Background: an optimization exercise with open tools, aiming at small area and a short achievable clock period. Do not read the settings as production practice.
Only simulation tests tie the RTL to the original design; equivalence was not proved.
Power figures rest on the tool's default switching activity, not on a simulated workload.

==> inputs of 10-12 <==
==> flow/design.v (excerpt) <==
module ALU_TOP #(parameter width = 16)
(
    input wire [width-1:0] A, B,
    input wire [3:0] ALU_FUN,
    input wire CLK, RST,
    output wire [(width*2)-1:0] Arith_OUT,
    output wire [width-1:0] Logic_OUT, CMP_OUT,
    output wire [width:0] SHIFT_OUT,
    output wire Carry_OUT, Arith_Flag, Logic_Flag, CMP_Flag, SHIFT_Flag
);
    wire Arith_Enable, Logic_Enable, CMP_Enable, SHIFT_Enable;
    wire A_eq_B, A_lt_B;
    wire [1:0] ALU_FUN_Upper, ALU_FUN_Lower;
    assign ALU_FUN_Upper = ALU_FUN[3:2];
    assign ALU_FUN_Lower = ALU_FUN[1:0];
    Decoder Decoder(.ALU_FUN_Upper(ALU_FUN_Upper), .Arith_Enable(Arith_Enable), .Logic_Enable(Logic_Enable), .CMP_Enable(CMP_Enable), .SHIFT_Enable(SHIFT_Enable));
    ARITHMETIC_UNIT #(.width(width)) ARITHMETIC_UNIT(.A(A), .B(B), .ALU_FUN(ALU_FUN), .Arith_Enable(Arith_Enable), .CLK(CLK), .RST(RST), .Arith_OUT(Arith_OUT), .Carry_OUT(Carry_OUT), .Arith_Flag(Arith_Flag), .A_eq_B(A_eq_B), .A_lt_B(A_lt_B));
  ...
clock: 90.0 ns
lec_check: 0
abc_area: 1
abc_clock_period_in_ps: 90000
cap_margin: 20
core_margin: 2
core_utilization: 40
slew_margin: 20
tns_end_percent: 0
standard.sh (not shown) runs the stock make flow with config.mk's settings and CLKGATE_MAP_FILE= SYNTH_SCRIPT=/design/flow/synth_recipe.tcl, a recipe that flattens the netlist after the stock synthesis.
==> flow/flow/run.sh <==
#!/bin/bash
# The standard layout (the standard.sh: ORFS synthesis through finish), with
# ORFS's timing repair asked for extra setup slack.  The clock period and the
# constraints are the design's; the margin only makes repair_timing work on the
# paths to the registers, which otherwise have slack to spare.
set -euo pipefail
export SETUP_SLACK_MARGIN=55
bash standard.sh > standard.log 2>&1
==> 12-03 (differences from 10-12) <==
==> flow/run.sh (new file) <==
#!/bin/bash
# synth_recipe.tcl (not shown) runs the flow's synth.tcl, then flattens the netlist and writes it again
# the make line also repeats each setting of config.mk as NAME=value (left out here)
make -C /OpenROAD-flow-scripts/flow DESIGN_CONFIG=/design/flow/config.mk WORK_HOME=/design/flow/orfs CLKGATE_MAP_FILE= SYNTH_SCRIPT=/design/flow/synth_recipe.tcl finish
--- a/flow/config.mk
+++ b/flow/config.mk
@@ -13,2 +13 @@
 export SLEW_MARGIN = 20
-export TNS_END_PERCENT = 0
removed: flow/flow/run.sh
removed: flow/standard.sh
==> flow_metrics.tcl <==
set metrics [dict create \
    post-route-worst-setup-slack_ns 53.25 \
    worst_slew_pin_slew_ns 1.10 \
    first_global_vias 18600 \
    seq_share 0.0902 \
    amount_of_wire_on_met2_after_detailed_routing_mm 31.7 \
    design.final.nets 3035 \
    global_route_met2_utilization 0.473 \
    multiInputGateArea_um2 14000 \
    antenna_cells_inserted 0 \
    clockNetworkAreaShare 0.0151 \
    grt_first_pass_wirelength_mm 102 \
    critPathLaunch "B[15]" \
    outcome "no timing/DRC/antenna violations" \
    grt_use_met1 0.346 \
]
Source of the figures above: 12-03

==> flow_metrics.tcl <==
set metrics [dict create \
    global_route_met2_utilization 0.475 \
    multiInputGateArea_um2 14700 \
    grt_first_pass_wirelength_mm 103 \
    grt_use_met1 0.347 \
    design.final.nets 3127 \
    post-route-worst-setup-slack_ns 56.25 \
    seq_share 0.0836 \
    outcome "no timing/DRC/antenna violations" \
]
Source of the figures above: 10-12


==> job 4191 <==
ALU_TOP again, from the RTL that the note above started with.
==> flow/config.mk <==
export PLATFORM = sky130hd
export DESIGN_NAME = ALU_TOP
export DESIGN_NICKNAME = ALU_TOP
export VERILOG_FILES = /design/flow/design.v
export SDC_FILE = /design/flow/constraint.sdc
export NUM_CORES = 4
export LEC_CHECK = 0
export ABC_AREA = 1
export ABC_CLOCK_PERIOD_IN_PS = 90000
export CAP_MARGIN = 20
export CORE_MARGIN = 2
export CORE_UTILIZATION = 65
export PLACE_DENSITY = 0.8
export SLEW_MARGIN = 20
==> flow/constraint.sdc <==
create_clock -name core_clock -period 90.0 [get_ports {CLK}]
set_input_delay 18.0000 -clock core_clock [delete_from_list [all_inputs] [get_ports {CLK}]]
set_output_delay 18.0000 -clock core_clock [all_outputs]
set_load 0.01 [all_outputs]
run.sh (not shown) runs the stock make flow with config.mk's settings and CLKGATE_MAP_FILE= SYNTH_SCRIPT=/design/flow/synth_recipe.tcl, a recipe that flattens the netlist after the stock synthesis.
Stock flow here: none of the scripts above is used.
==> job 4200 (differences from job 4191) <==
==> flow/flow/run.sh (new file) <==
#!/bin/bash
# The standard layout (the standard.sh: ORFS synthesis through finish), with
# ORFS's timing repair asked for extra setup slack.  The clock period and the
# constraints are the design's; the margin only makes repair_timing work on the
# paths to the registers, which otherwise have slack to spare.
set -euo pipefail
export SETUP_SLACK_MARGIN=56
bash standard.sh > standard.log 2>&1
==> flow/standard.sh (new file) <==
#!/bin/bash
# synth_recipe.tcl (not shown) runs the flow's synth.tcl, then flattens the netlist and writes it again
# the make line also repeats each setting of config.mk as NAME=value (left out here)
make -C /OpenROAD-flow-scripts/flow DESIGN_CONFIG=/design/flow/config.mk WORK_HOME=/design/flow/orfs CLKGATE_MAP_FILE= SYNTH_SCRIPT=/design/flow/synth_recipe.tcl "${@:-finish}"
Settings changed: CORE_UTILIZATION 65 to 40, PLACE_DENSITY 0.8 to not set.
removed: flow/run.sh
==> summary.txt <==
- Of job 4200 and job 4191, job 4200 has the higher cell count (gap about 12%, measured against job 4191).
- Between job 4200 and job 4191, the lower design area is in job 4191 (gap 19%, measured against job 4191).
- In job 4191 the total power is lower than in job 4200, by about 15%.
- In area after synthesis, job 4191 and job 4200 do not differ.
- Between job 4200 and job 4191, the lower count of clock-buffer cells in the layout is in job 4191 (gap 1).
- Of job 4200 and job 4191, job 4191 has the higher utilization (gap 19 points).
==> figures <==
Pin slew with the least headroom to its limit: job 4200 1.181 ns; job 4191 1.123 ns
Cell type with the highest occurrence count on the critical path: job 4200 sky130_fd_sc_hd__nand2_2; job 4191 sky130_fd_sc_hd__nand2_1
DR iter-0 viols: job 4200 1,926; job 4191 2,245
Status: job 4200 no timing/DRC/antenna violations; job 4191 no timing/DRC/antenna violations
Met3 Routed Length: job 4200 5840 um; job 4191 6981 um
Layout Cell Area excl Fill: job 4200 23,190 um^2; job 4191 19,480 um^2
Proportion of cell area occupied by registers: job 4200 7.661%; job 4191 9.122%
Vias in the first global route: job 4200 18.99k; job 4191 18.70k
Worst Path Required: job 4200 90.21 ns; job 4191 90.27 ns
Switching Share: job 4200 55.05%; job 4191 54.70%
Clock group share of total power: job 4200 7.4%; job 4191 9.4%
Sequential share of power: job 4200 7.3%; job 4191 8.6%
Last element of the critical path: job 4200 ARITHMETIC_UNIT.Arith_OUT[16]$_DFF_PN0_; job 4191 ARITHMETIC_UNIT.Arith_OUT[20]$_DFF_PN0_
Row count: job 4200 78; job 4191 61

[what the ideal ports hide]
In the flow no input, the clock included, has a driving cell. The finished layouts below were timed again as built, in two steps. Step 1 (the two cells are an assumption about what drives the block):
set clk [get_ports {CLK}]
set_driving_cell -lib_cell sky130_fd_sc_hd__clkbuf_16 $clk
set_driving_cell -lib_cell sky130_fd_sc_hd__buf_2 [delete_from_list [all_inputs] $clk]
Step 2 adds t to the input delays and takes it off the output delays; t is the mean of the earliest and latest rising clock arrival at the registers after step 1. Input paths then give back, and output paths get back, about the clock's delay inside the block. a / b / c = ideal ports / drivers / drivers and shift; a / b = the first two.
run | shift t [ns] | setup slack, ns | hold WS [ns] | clock arrival spread, ns | worst slew at a driven data input, ns
10-12 | 0.416 | 56.246 / 56.270 / 55.854 | 17.776 / 17.753 / 18.169 | 0.023 / 0.022 | 0.11
12-03 | 0.413 | 53.248 / 53.275 / 52.862 | 17.777 / 17.753 / 18.166 | 0.018 / 0.018 | 0.10
job 4191 | 0.408 | 53.023 / 53.047 / 52.639 | 17.766 / 17.751 / 18.159 | 0.011 / 0.012 | 0.09
job 4200 | 0.417 | 56.559 / 56.581 / 56.164 | 17.775 / 17.751 / 18.168 | 0.020 / 0.020 | 0.11
After both steps setup and hold are still met in every run listed. The setup slack of job 4200, which loses most, moves by +0.022 ns with the drivers and by -0.395 ns with both steps.
